This design comes from an exercise in tuning for small area on the open sky130 flow, not from production work. RTL that was checked went through simulation tests only; none was proved equivalent to the original. Power figures rest on the tool's default switching activity, not on a simulated workload.

==> build 17: inputs <==
==> flow/design.v <==
module AHB_master(
	input wire HCLK,
	input wire HRESET_n,
	input wire d_EN,
	input wire d_busy,
	input wire d_write,
	input wire [31:0] d_wdata,
	input wire [2:0] d_burst,
	input wire [31:0] d_addr,
	input wire [2:0] d_size,
	input wire d_burst_stop,
	input wire HREADY,
	input wire HRESP,
	input wire [31:0] HRDATA,
	output reg [31:0] HADDR,
	output reg [2:0] HBURST,
	output reg [2:0] HSIZE,
	output reg [1:0] HTRANS,
	output reg [31:0] HWDATA,
	output reg HWRITE
);
	reg [31:0] pending_data;  
	reg [4:0] burst_count;    
	wire st_idle = (HTRANS == 2'b00);
	wire st_busy = (HTRANS == 2'b01);
	wire act     = HTRANS[1];
	wire hb_zero = (HBURST == 3'b000);
	wire hb_incr = (HBURST == 3'b001);
	wire st_burst = act & ~hb_zero;
	wire err = HRESP & ~HREADY;
	reg cnt_hit;
	always @(*) begin
		case (HBURST)
			3'b011: cnt_hit = (burst_count == 5'd4);
			3'b101: cnt_hit = (burst_count == 5'd8);
			3'b111: cnt_hit = (burst_count == 5'd16);
			default: cnt_hit = (burst_count == 5'd0);
		endcase
	end
	wire endc = hb_incr ? d_burst_stop : cnt_hit;
	wire busy_stop = ~d_busy & hb_incr & d_burst_stop & ~HREADY;
	wire load = st_idle
	          | (act & ~hb_zero & ((HREADY & endc) | err))
	          | (act & hb_zero & (HREADY | HRESP))
	          | (st_busy & (err | busy_stop));
	wire step = st_burst & HREADY & ~endc;
	wire bstep = st_busy & ~err & ~d_busy & ~busy_stop;
	wire go = d_EN & ~err;
	wire [1:0] new_trans = go ? (((|d_burst) & d_busy) ? 2'b01 : 2'b10) : 2'b00;
	wire [31:0] tog;
	assign tog[0] = step & (HSIZE == 3'd0);
	genvar k;
	generate
		for (k = 1; k < 32; k = k + 1) begin : g_inc
			if (k < 8)
				assign tog[k] = (step & (HSIZE == k)) | (tog[k-1] & HADDR[k-1]);
			else
				assign tog[k] = tog[k-1] & HADDR[k-1];
		end
	endgenerate
	always @(posedge HCLK or negedge HRESET_n) begin
		if (!HRESET_n) begin
			HTRANS <= 2'b0;
			HWRITE <= 1'b0;
			HADDR <= 32'b0;
			HSIZE <= 3'b0;
			HBURST <= 3'b0;
			HWDATA <= 32'b0;
		end else begin
			if (act & HREADY & HWRITE)
				HWDATA <= pending_data;
			if (load) begin
				HWRITE <= d_write;
				HADDR <= d_addr;
				HBURST <= d_burst;
				HSIZE <= d_size;
				HTRANS <= new_trans;
			end else begin
				HADDR <= HADDR ^ tog;
			end
			if (step) begin
				HTRANS <= d_busy ? 2'b01 : 2'b11;
			end else if (~load & bstep) begin
				HTRANS <= (burst_count == 5'd0) ? 2'b10 : 2'b11;
			end
		end
	end
	always @(posedge HCLK) begin
		if (load | step)
			pending_data <= d_wdata;
		if (load)
			burst_count <= {4'b0, ~d_busy};
		else if ((step & ~d_busy) | bstep)
			burst_count <= burst_count + 5'd1;
	end
endmodule
==> flow/flow/run.sh <==
#!/bin/bash
set -o pipefail
export BUFFER_PORTS_ARGS="-buffer_cell sky130_fd_sc_hd__buf_1"
export CTS_ARGS="-sink_clustering_enable -repair_clock_nets -buf_list sky130_fd_sc_hd__clkbuf_8 -dont_use_dummy_load"
bash standard.sh > standard.log 2>&1
==> flow/standard.sh <==
#!/bin/bash
# synth_recipe.tcl (not shown) runs the flow's synth.tcl, then flattens the netlist and writes it again
# the make line also repeats each setting of config.mk as NAME=value (left out here)
make -C /OpenROAD-flow-scripts/flow DESIGN_CONFIG=/design/flow/config.mk WORK_HOME=/design/flow/orfs CLKGATE_MAP_FILE= SYNTH_SCRIPT=/design/flow/synth_recipe.tcl "${@:-finish}"
==> flow/config.mk <==
export PLATFORM = sky130hd
export DESIGN_NAME = AHB_master
export DESIGN_NICKNAME = AHB_master
export VERILOG_FILES = /design/flow/design.v
export SDC_FILE = /design/flow/constraint.sdc
export NUM_CORES = 4
export LEC_CHECK = 0
export CAP_MARGIN = 20
export CORE_MARGIN = 2
export CORE_UTILIZATION = 40
export CTS_BUF_LIST = sky130_fd_sc_hd__clkbuf_8
export SLEW_MARGIN = 20
==> flow/constraint.sdc <==
create_clock -name core_clock -period 4.0 [get_ports {HCLK}]
set_input_delay 0.8000 -clock core_clock [delete_from_list [all_inputs] [get_ports {HCLK}]]
set_output_delay 0.8000 -clock core_clock [all_outputs]
set_load 0.01 [all_outputs]
==> inputs of trial 18, as changes to build 17 <==
==> flow/design.v, changed modules only <==
module AHB_master(
	input wire HCLK,
	input wire HRESET_n,
	input wire d_EN,
	input wire d_busy,
	input wire d_write,
	input wire [31:0] d_wdata,
	input wire [2:0] d_burst,
	input wire [31:0] d_addr,
	input wire [2:0] d_size,
	input wire d_burst_stop,
	input wire HREADY,
	input wire HRESP,
	input wire [31:0] HRDATA,
	output reg [31:0] HADDR,
	output reg [2:0] HBURST,
	output reg [2:0] HSIZE,
	output reg [1:0] HTRANS,
	output reg [31:0] HWDATA,
	output reg HWRITE
);
	reg [31:0] pending_data;  
	reg [4:0] burst_count;    
	wire st_idle = (HTRANS == 2'b00);
	wire st_busy = (HTRANS == 2'b01);
	wire act     = HTRANS[1];
	wire hb_zero = (HBURST == 3'b000);
	wire hb_incr = (HBURST == 3'b001);
	wire st_burst = act & ~hb_zero;
	wire err = HRESP & ~HREADY;
	reg cnt_hit;
	always @(*) begin
		case (HBURST)
			3'b011: cnt_hit = (burst_count == 5'd4);
			3'b101: cnt_hit = (burst_count == 5'd8);
			3'b111: cnt_hit = (burst_count == 5'd16);
			default: cnt_hit = (burst_count == 5'd0);
		endcase
	end
	wire endc = hb_incr ? d_burst_stop : cnt_hit;
	wire busy_stop = ~d_busy & hb_incr & d_burst_stop & ~HREADY;
	wire load = st_idle
	          | (act & ~hb_zero & ((HREADY & endc) | err))
	          | (act & hb_zero & (HREADY | HRESP))
	          | (st_busy & (err | busy_stop));
	wire step = st_burst & HREADY & ~endc;
	wire bstep = st_busy & ~err & ~d_busy & ~busy_stop;
	wire go = d_EN & ~err;
	wire [1:0] new_trans = go ? (((|d_burst) & d_busy) ? 2'b01 : 2'b10) : 2'b00;
	wire [7:0] sz;    
	wire [8:0] ones;  
	genvar k;
	generate
		for (k = 0; k < 8; k = k + 1) begin : g_sz
			assign sz[k] = (HSIZE == k);
		end
	endgenerate
	assign ones[0] = sz[0];
	generate
		for (k = 1; k < 9; k = k + 1) begin : g_ones
			if (k < 8)
				assign ones[k] = sz[k] | (ones[k-1] & HADDR[k-1]);
			else
				assign ones[k] = ones[k-1] & HADDR[k-1];
		end
	endgenerate
	wire [7:0] blk;  
	wire [7:0] cin;  
	generate
		for (k = 0; k < 8; k = k + 1) begin : g_blk
			assign blk[k] = &HADDR[4*k+3:4*k];
		end
	endgenerate
	assign cin[0] = sz[0];
	assign cin[1] = ones[4];
	assign cin[2] = ones[8];
	generate
		for (k = 3; k < 8; k = k + 1) begin : g_cin
			assign cin[k] = cin[k-1] & blk[k-1];
		end
	endgenerate
	wire [31:0] tog;
	generate
		for (k = 0; k < 32; k = k + 1) begin : g_tog
			if (k % 4 == 0)
				assign tog[k] = step & cin[k/4];
			else if (k < 8)
				assign tog[k] = (step & sz[k]) | (tog[k-1] & HADDR[k-1]);
			else
				assign tog[k] = tog[k-1] & HADDR[k-1];
		end
	endgenerate
	always @(posedge HCLK or negedge HRESET_n) begin
		if (!HRESET_n) begin
			HTRANS <= 2'b0;
			HWRITE <= 1'b0;
			HADDR <= 32'b0;
			HSIZE <= 3'b0;
			HBURST <= 3'b0;
			HWDATA <= 32'b0;
		end else begin
			if (act & HREADY & HWRITE)
				HWDATA <= pending_data;
			if (load) begin
				HWRITE <= d_write;
				HADDR <= d_addr;
				HBURST <= d_burst;
				HSIZE <= d_size;
				HTRANS <= new_trans;
			end else begin
				HADDR <= HADDR ^ tog;
			end
			if (step) begin
				HTRANS <= d_busy ? 2'b01 : 2'b11;
			end else if (~load & bstep) begin
				HTRANS <= (burst_count == 5'd0) ? 2'b10 : 2'b11;
			end
		end
	end
	always @(posedge HCLK) begin
		if (load | step)
			pending_data <= d_wdata;
		if (load)
			burst_count <= {4'b0, ~d_busy};
		else if ((step & ~d_busy) | bstep)
			burst_count <= burst_count + 5'd1;
	end
endmodule
==> flow/flow/run.sh (replaced) <==
#!/bin/bash
# The standard layout with three changes: abc maps the logic with an
# area-oriented script (flow/area.abc), ports get the smallest buffer, and
# CTS uses clkbuf_8 without dummy loads.
set -o pipefail
here=$(pwd)
export AREA_ABC_SCRIPT=$here/flow/area.abc
export BUFFER_PORTS_ARGS="-buffer_cell sky130_fd_sc_hd__buf_1"
export CTS_ARGS="-sink_clustering_enable -repair_clock_nets -buf_list sky130_fd_sc_hd__clkbuf_8 -dont_use_dummy_load"
sed "s#SYNTH_SCRIPT=[^ ]*#SYNTH_SCRIPT=$here/flow/my_synth.tcl#" standard.sh > my_standard.sh
bash my_standard.sh > standard.log 2>&1
==> flow/flow/area.abc (new file) <==
strash
&get -n
&st
&syn2
&dch -f
&nf -R 1000
&put
strash
&get -n
&st
&syn2
&dch -f
&nf -R 1000
&put
topo
==> flow/flow/my_synth.tcl (new file) <==
proc synth {args} { yosys synth -nofsm -noshare {*}$args }
# synth_recipe.tcl with one change: abc maps with flow/area.abc instead of ORFS's script.
proc abc {args} { set i [lsearch $args -script]; if {$i >= 0} { lset args [expr {$i+1}] $::env(AREA_ABC_SCRIPT) }; yosys abc {*}$args }
source $::env(SCRIPTS_DIR)/synth.tcl
# left out here: clear keep_hierarchy, flatten, clean up, hide names made inside functions, write 1_2_yosys.v
==> results.sh <==
export IMPL_fin_crit_sh_pct=204
export IMPL_powerDensity_nw_per_um2=740
export IMPL_hpwl_mm=7.28
export IMPL_failed_checks="negative setup slack"
export IMPL_comb_power_uw=2030
export IMPL_core_area_um2=11400
export IMPL_power_leakage_uw=0.00252
export IMPL_min_to="HWDATA[27]$_DFFE_PN0P_"
export IMPL_yosys_mux_area_fraction_pct=18.2
export IMPL_synth_compound_area_share_pct=4.81
export IMPL_status="finished with violations"
export IMPL_multi_input_cells=165
export IMPL_cp_arrival_ps=8420
export IMPL_yosys_area_share_simple_pct=4.12
export IMPL_worst_pin_slew_ps=941
export IMPL_clk_pin_slew_ps=110
export IMPL_finalSetupViolCount=26
export IMPL_postLayoutSetupSlackWorst_ps=-4170
export IMPL_yosysSeqAreaShare_pct=61.9
That was build 17.
==> results.sh <==
export IMPL_worst_pin_slew_ps=955
export IMPL_wirelength_met1_mm=4.06
export IMPL_grt_met3_usage_pct=5.63
export IMPL_yosys_mux_area_fraction_pct=15.5
export IMPL_powerDensity_nw_per_um2=696
export IMPL_multi_input_cells=196
export IMPL_yosysSeqAreaShare_pct=63.5
export IMPL_synth_compound_area_share_pct=5.04
export IMPL_power_leakage_uw=0.00222
export IMPL_postLayoutSetupSlackWorst_ps=399
export IMPL_cp_arrival_ps=3840
export IMPL_fin_crit_sh_pct=90.0
export IMPL_comb_power_uw=1310
export IMPL_r2r_start="HSIZE[1]$_DFFE_PN0P_"
export IMPL_min_to="HWDATA[12]$_DFFE_PN0P_"
export IMPL_hpwl_mm=6.70
export IMPL_clk_pin_slew_ps=90
export IMPL_core_area_um2=11300
export IMPL_intPower_uw=2400
export IMPL_synth_top_family_by_area="multiplexers"
export IMPL_status="finished clean"
That was trial 18.
For build 17, only the layout was checked, not whether the RTL still works.

---

==> v8: inputs <==
AHB_master, a different RTL version from the one above (not shown whole).
==> module AHB_master, before the edit <==
module AHB_master(
	input wire HCLK,
	input wire HRESET_n,
	input wire d_EN,
	input wire d_busy,
	input wire d_write,
	input wire [31:0] d_wdata,
	input wire [2:0] d_burst,
	input wire [31:0] d_addr,
	input wire [2:0] d_size,
	input wire d_burst_stop,
	input wire HREADY,
	input wire HRESP,
	input wire [31:0] HRDATA,
	output reg [31:0] HADDR,
	output reg [2:0] HBURST,
	output reg [2:0] HSIZE,
	output reg [1:0] HTRANS,
	output reg [31:0] HWDATA,
	output reg HWRITE
);
	reg [31:0] pending_data;  
	reg [4:0] burst_count;    
	wire st_idle = (HTRANS == 2'b00);
	wire st_busy = (HTRANS == 2'b01);
	wire act     = HTRANS[1];
	wire hb_zero = (HBURST == 3'b000);
	wire hb_incr = (HBURST == 3'b001);
	wire st_burst = act & ~hb_zero;
	wire err = HRESP & ~HREADY;
	reg cnt_hit;
	always @(*) begin
		case (HBURST)
			3'b011: cnt_hit = (burst_count == 5'd4);
			3'b101: cnt_hit = (burst_count == 5'd8);
			3'b111: cnt_hit = (burst_count == 5'd16);
			default: cnt_hit = (burst_count == 5'd0);
		endcase
	end
	wire endc = hb_incr ? d_burst_stop : cnt_hit;
	wire busy_stop = ~d_busy & hb_incr & d_burst_stop & ~HREADY;
	wire load = st_idle
	          | (act & ~hb_zero & ((HREADY & endc) | err))
	          | (act & hb_zero & (HREADY | HRESP))
	          | (st_busy & (err | busy_stop));
	wire step = st_burst & HREADY & ~endc;
	wire bstep = st_busy & ~err & ~d_busy & ~busy_stop;
	wire go = d_EN & ~err;
	wire [1:0] new_trans = go ? (((|d_burst) & d_busy) ? 2'b01 : 2'b10) : 2'b00;
	always @(posedge HCLK or negedge HRESET_n) begin
		if (!HRESET_n) begin
			HTRANS <= 2'b0;
			HWRITE <= 1'b0;
			HADDR <= 32'b0;
			HSIZE <= 3'b0;
			HBURST <= 3'b0;
			HWDATA <= 32'b0;
		end else begin
			if (act & HREADY & HWRITE)
				HWDATA <= pending_data;
			if (load) begin
				HWRITE <= d_write;
				HADDR <= d_addr;
				HBURST <= d_burst;
				HSIZE <= d_size;
				HTRANS <= new_trans;
			end else if (step) begin
				HADDR <= HADDR + (32'd1 << HSIZE);
				HTRANS <= d_busy ? 2'b01 : 2'b11;
			end else if (bstep) begin
				HTRANS <= (burst_count == 5'd0) ? 2'b10 : 2'b11;
			end
		end
	end
	always @(posedge HCLK) begin
		if (load | step)
			pending_data <= d_wdata;
		if (load)
			burst_count <= {4'b0, ~d_busy};
		else if ((step & ~d_busy) | bstep)
			burst_count <= burst_count + 5'd1;
	end
endmodule
make LEC_CHECK=0 CAP_MARGIN=20 CORE_MARGIN=2 CORE_UTILIZATION=40 SLEW_MARGIN=20 finish   # period 4.0 ns
run.sh (not shown) runs the stock make flow with config.mk's settings and CLKGATE_MAP_FILE= SYNTH_SCRIPT=/design/flow/synth_recipe.tcl, a recipe that flattens the netlist after the stock synthesis.
Stock flow here: none of the scripts above is used.
==> inputs of v35, as changes to v8 <==
--- a/flow/design.v
+++ b/flow/design.v
@@ -22,3 +22,5 @@
 	reg [31:0] pending_data;  
-	reg [4:0] burst_count;    
+	reg [4:0] burst_count;
+	wire [4:0] count_next = {burst_count[3:0],
+		burst_count[4] ^ burst_count[2] ^ (burst_count[3:0] == 4'b0000)};
 	wire st_idle = (HTRANS == 2'b00);
@@ -33,5 +35,5 @@
 		case (HBURST)
-			3'b011: cnt_hit = (burst_count == 5'd4);
-			3'b101: cnt_hit = (burst_count == 5'd8);
-			3'b111: cnt_hit = (burst_count == 5'd16);
+			3'b011: cnt_hit = (burst_count == 5'd9);
+			3'b101: cnt_hit = (burst_count == 5'd22);
+			3'b111: cnt_hit = (burst_count == 5'd28);
 			default: cnt_hit = (burst_count == 5'd0);
@@ -49,2 +51,45 @@
 	wire [1:0] new_trans = go ? (((|d_burst) & d_busy) ? 2'b01 : 2'b10) : 2'b00;
+	wire [7:0] sz;    
+	wire [8:0] ones;  
+	genvar k;
+	generate
+		for (k = 0; k < 8; k = k + 1) begin : g_sz
+			assign sz[k] = (HSIZE == k);
+		end
+	endgenerate
+	assign ones[0] = sz[0];
+	generate
+		for (k = 1; k < 9; k = k + 1) begin : g_ones
+			if (k < 8)
+				assign ones[k] = sz[k] | (ones[k-1] & HADDR[k-1]);
+			else
+				assign ones[k] = ones[k-1] & HADDR[k-1];
+		end
+	endgenerate
+	wire [7:0] blk;  
+	wire [7:0] cin;  
+	generate
+		for (k = 0; k < 8; k = k + 1) begin : g_blk
+			assign blk[k] = &HADDR[4*k+3:4*k];
+		end
+	endgenerate
+	assign cin[0] = sz[0];
+	assign cin[1] = ones[4];
+	assign cin[2] = ones[8];
+	generate
+		for (k = 3; k < 8; k = k + 1) begin : g_cin
+			assign cin[k] = cin[k-1] & blk[k-1];
+		end
+	endgenerate
+	wire [31:0] tog;
+	generate
+		for (k = 0; k < 32; k = k + 1) begin : g_tog
+			if (k % 4 == 0)
+				assign tog[k] = step & cin[k/4];
+			else if (k < 8)
+				assign tog[k] = (step & sz[k]) | (tog[k-1] & HADDR[k-1]);
+			else
+				assign tog[k] = tog[k-1] & HADDR[k-1];
+		end
+	endgenerate
 	always @(posedge HCLK or negedge HRESET_n) begin
@@ -66,6 +111,8 @@
 				HTRANS <= new_trans;
-			end else if (step) begin
-				HADDR <= HADDR + (32'd1 << HSIZE);
+			end else begin
+				HADDR <= HADDR ^ tog;
+			end
+			if (step) begin
 				HTRANS <= d_busy ? 2'b01 : 2'b11;
-			end else if (bstep) begin
+			end else if (~load & bstep) begin
 				HTRANS <= (burst_count == 5'd0) ? 2'b10 : 2'b11;
@@ -80,3 +127,3 @@
 		else if ((step & ~d_busy) | bstep)
-			burst_count <= burst_count + 5'd1;
+			burst_count <= count_next;
 	end
==> flow/flow/run.sh (new file) <==
#!/bin/bash
# The standard layout with three changes: abc maps the logic with an
# area-oriented script (flow/area.abc), ports get the smallest buffer, and
# CTS uses clkbuf_8 without dummy loads.
set -o pipefail
here=$(pwd)
export AREA_ABC_SCRIPT=$here/flow/area.abc
export BUFFER_PORTS_ARGS="-buffer_cell sky130_fd_sc_hd__buf_1"
export CTS_ARGS="-sink_clustering_enable -repair_clock_nets -buf_list sky130_fd_sc_hd__clkbuf_8 -dont_use_dummy_load"
sed "s#SYNTH_SCRIPT=[^ ]*#SYNTH_SCRIPT=$here/flow/my_synth.tcl#" standard.sh > my_standard.sh
bash my_standard.sh > standard.log 2>&1
==> flow/flow/area.abc (new file) <==
strash
&get -n
&st
&syn2
&dch -f
&nf -R 1000
&put
topo
==> flow/flow/my_synth.tcl (new file) <==
proc synth {args} { yosys synth -nofsm -noshare {*}$args }
# synth_recipe.tcl with one change: abc maps with flow/area.abc instead of ORFS's script.
proc abc {args} { set i [lsearch $args -script]; if {$i >= 0} { lset args [expr {$i+1}] $::env(AREA_ABC_SCRIPT) }; yosys abc {*}$args }
source $::env(SCRIPTS_DIR)/synth.tcl
# left out here: clear keep_hierarchy, flatten, clean up, hide names made inside functions, write 1_2_yosys.v
==> flow/standard.sh (new file) <==
#!/bin/bash
# synth_recipe.tcl (not shown) runs the flow's synth.tcl, then flattens the netlist and writes it again
# the make line also repeats each setting of config.mk as NAME=value (left out here)
make -C /OpenROAD-flow-scripts/flow DESIGN_CONFIG=/design/flow/config.mk WORK_HOME=/design/flow/orfs CLKGATE_MAP_FILE= SYNTH_SCRIPT=/design/flow/synth_recipe.tcl "${@:-finish}"
Settings changed: CTS_BUF_LIST set to sky130_fd_sc_hd__clkbuf_8.
removed: flow/run.sh
==> inputs of v6, as changes to v8 <==
--- a/flow/design.v
+++ b/flow/design.v
@@ -49,2 +49,45 @@
 	wire [1:0] new_trans = go ? (((|d_burst) & d_busy) ? 2'b01 : 2'b10) : 2'b00;
+	wire [7:0] sz;    
+	wire [8:0] ones;  
+	genvar k;
+	generate
+		for (k = 0; k < 8; k = k + 1) begin : g_sz
+			assign sz[k] = (HSIZE == k);
+		end
+	endgenerate
+	assign ones[0] = sz[0];
+	generate
+		for (k = 1; k < 9; k = k + 1) begin : g_ones
+			if (k < 8)
+				assign ones[k] = sz[k] | (ones[k-1] & HADDR[k-1]);
+			else
+				assign ones[k] = ones[k-1] & HADDR[k-1];
+		end
+	endgenerate
+	wire [7:0] blk;  
+	wire [7:0] cin;  
+	generate
+		for (k = 0; k < 8; k = k + 1) begin : g_blk
+			assign blk[k] = &HADDR[4*k+3:4*k];
+		end
+	endgenerate
+	assign cin[0] = sz[0];
+	assign cin[1] = ones[4];
+	assign cin[2] = ones[8];
+	generate
+		for (k = 3; k < 8; k = k + 1) begin : g_cin
+			assign cin[k] = cin[k-1] & blk[k-1];
+		end
+	endgenerate
+	wire [31:0] tog;
+	generate
+		for (k = 0; k < 32; k = k + 1) begin : g_tog
+			if (k % 4 == 0)
+				assign tog[k] = step & cin[k/4];
+			else if (k < 8)
+				assign tog[k] = (step & sz[k]) | (tog[k-1] & HADDR[k-1]);
+			else
+				assign tog[k] = tog[k-1] & HADDR[k-1];
+		end
+	endgenerate
 	always @(posedge HCLK or negedge HRESET_n) begin
@@ -66,6 +109,8 @@
 				HTRANS <= new_trans;
-			end else if (step) begin
-				HADDR <= HADDR + (32'd1 << HSIZE);
+			end else begin
+				HADDR <= HADDR ^ tog;
+			end
+			if (step) begin
 				HTRANS <= d_busy ? 2'b01 : 2'b11;
-			end else if (bstep) begin
+			end else if (~load & bstep) begin
 				HTRANS <= (burst_count == 5'd0) ? 2'b10 : 2'b11;
==> flow/flow/run.sh (new file) <==
#!/bin/bash
# The standard layout with three changes: abc maps the logic with an
# area-oriented script (flow/area.abc), ports get the smallest buffer, and
# CTS uses clkbuf_8 without dummy loads.
set -o pipefail
here=$(pwd)
export AREA_ABC_SCRIPT=$here/flow/area.abc
export BUFFER_PORTS_ARGS="-buffer_cell sky130_fd_sc_hd__buf_1"
export CTS_ARGS="-sink_clustering_enable -repair_clock_nets -buf_list sky130_fd_sc_hd__clkbuf_8 -dont_use_dummy_load"
sed "s#SYNTH_SCRIPT=[^ ]*#SYNTH_SCRIPT=$here/flow/my_synth.tcl#" standard.sh > my_standard.sh
bash my_standard.sh > standard.log 2>&1
==> flow/flow/area.abc (new file) <==
strash
&get -n
&st
&dch
&nf -R 1000
&put
topo
==> flow/flow/my_synth.tcl (new file) <==
proc synth {args} { yosys synth -nofsm -noshare {*}$args }
# synth_recipe.tcl with one change: abc maps with flow/area.abc instead of ORFS's script.
proc abc {args} { set i [lsearch $args -script]; if {$i >= 0} { lset args [expr {$i+1}] $::env(AREA_ABC_SCRIPT) }; yosys abc {*}$args }
source $::env(SCRIPTS_DIR)/synth.tcl
# left out here: clear keep_hierarchy, flatten, clean up, hide names made inside functions, write 1_2_yosys.v
==> flow/standard.sh (new file) <==
#!/bin/bash
# synth_recipe.tcl (not shown) runs the flow's synth.tcl, then flattens the netlist and writes it again
# the make line also repeats each setting of config.mk as NAME=value (left out here)
make -C /OpenROAD-flow-scripts/flow DESIGN_CONFIG=/design/flow/config.mk WORK_HOME=/design/flow/orfs CLKGATE_MAP_FILE= SYNTH_SCRIPT=/design/flow/synth_recipe.tcl "${@:-finish}"
Settings changed: CTS_BUF_LIST set to sky130_fd_sc_hd__clkbuf_8.
removed: flow/run.sh
==> comparison <==
- Against v6, the final cell count of v35 is lower by 3.0%.
- In sequential power, v8 and v6 hardly differ.
- In v8 the clock-buffer cell count is higher than in v35, by 1.
- In v6 the global-route usage is lower than in v8, by 2.5 points.
- In v35 the final area is smaller than in v6, by about 1.4%.
==> figures <==
                                                                            v6                    v8                          v35
Worst Clk Skew                                                       0.0232 ns            0.00687 ns                    0.0310 ns
Slowest-stage cell, CP                                                 dfrtp_1               dfrtp_1                      dfxtp_1
Most Frequent Cell on Critical Path                                    nand2_1              nand2b_1                         ha_1
Number of instances in the synthesized netlist                             324                   450                          308
Power dissipated in sequential cells                                   2.09 mW               2.09 mW                      2.10 mW
Met2 track demand over resource                                          0.258                 0.300                        0.247
Startpoint of the lowest-slack register-to-register path  HSIZE[1]$_DFFE_PN0P_  HSIZE[0]$_DFFE_PN0P_  burst_count[2]$_SDFFE_PP0P_
Net total in the final layout                                              623                   718                          605
Fraction of area in multi-input gates                                    0.308                 0.294                        0.298
Outcome                                       no timing/DRC/antenna violations  no timing/DRC/antenna violations  no timing/DRC/antenna violations
Seq/Total Area, Yosys                                                    0.627                 0.563                        0.639

==> port drivers added, routing unchanged <==
Ports are ideal in the flow. The routed layouts listed here were re-timed in OpenROAD. Step 1: set_driving_cell puts a clkbuf_16 on HCLK and a buf_2 on each other input, an assumption about the parent block. Step 2 times the ports against the registers' clock, not the clock port: input delays grow and output delays shrink by t, the midpoint of the rising clock arrivals with the driver on. Three values: no drivers, after step 1, after step 2; two values: the first two.
run | shift t [ns] | setup WS [ns] | hold WS [ns] | worst setup path at the end | clock arrival spread, ns
build 17 | 0.400 | -4.168 / -4.168 / -4.475 | 0.460 / 0.460 / 0.460 | input to register | 0.037 / 0.038
trial 18 | 0.395 | 0.399 / 0.399 / 0.399 | 0.453 / 0.453 / 0.453 | register to register | 0.023 / 0.023
v8 | 0.388 | 0.916 / 0.916 / 0.605 | 0.477 / 0.477 / 0.477 | input to register | 0.008 / 0.008
v35 | 0.400 | 0.509 / 0.509 / 0.424 | 0.459 / 0.459 / 0.459 | input to register | 0.032 / 0.032
v6 | 0.396 | 0.530 / 0.530 / 0.530 | 0.451 / 0.451 / 0.451 | register to register | 0.026 / 0.026
For v8, which loses most, drivers alone change the setup slack by 0.000 ns; drivers and shift together by -0.311 ns.
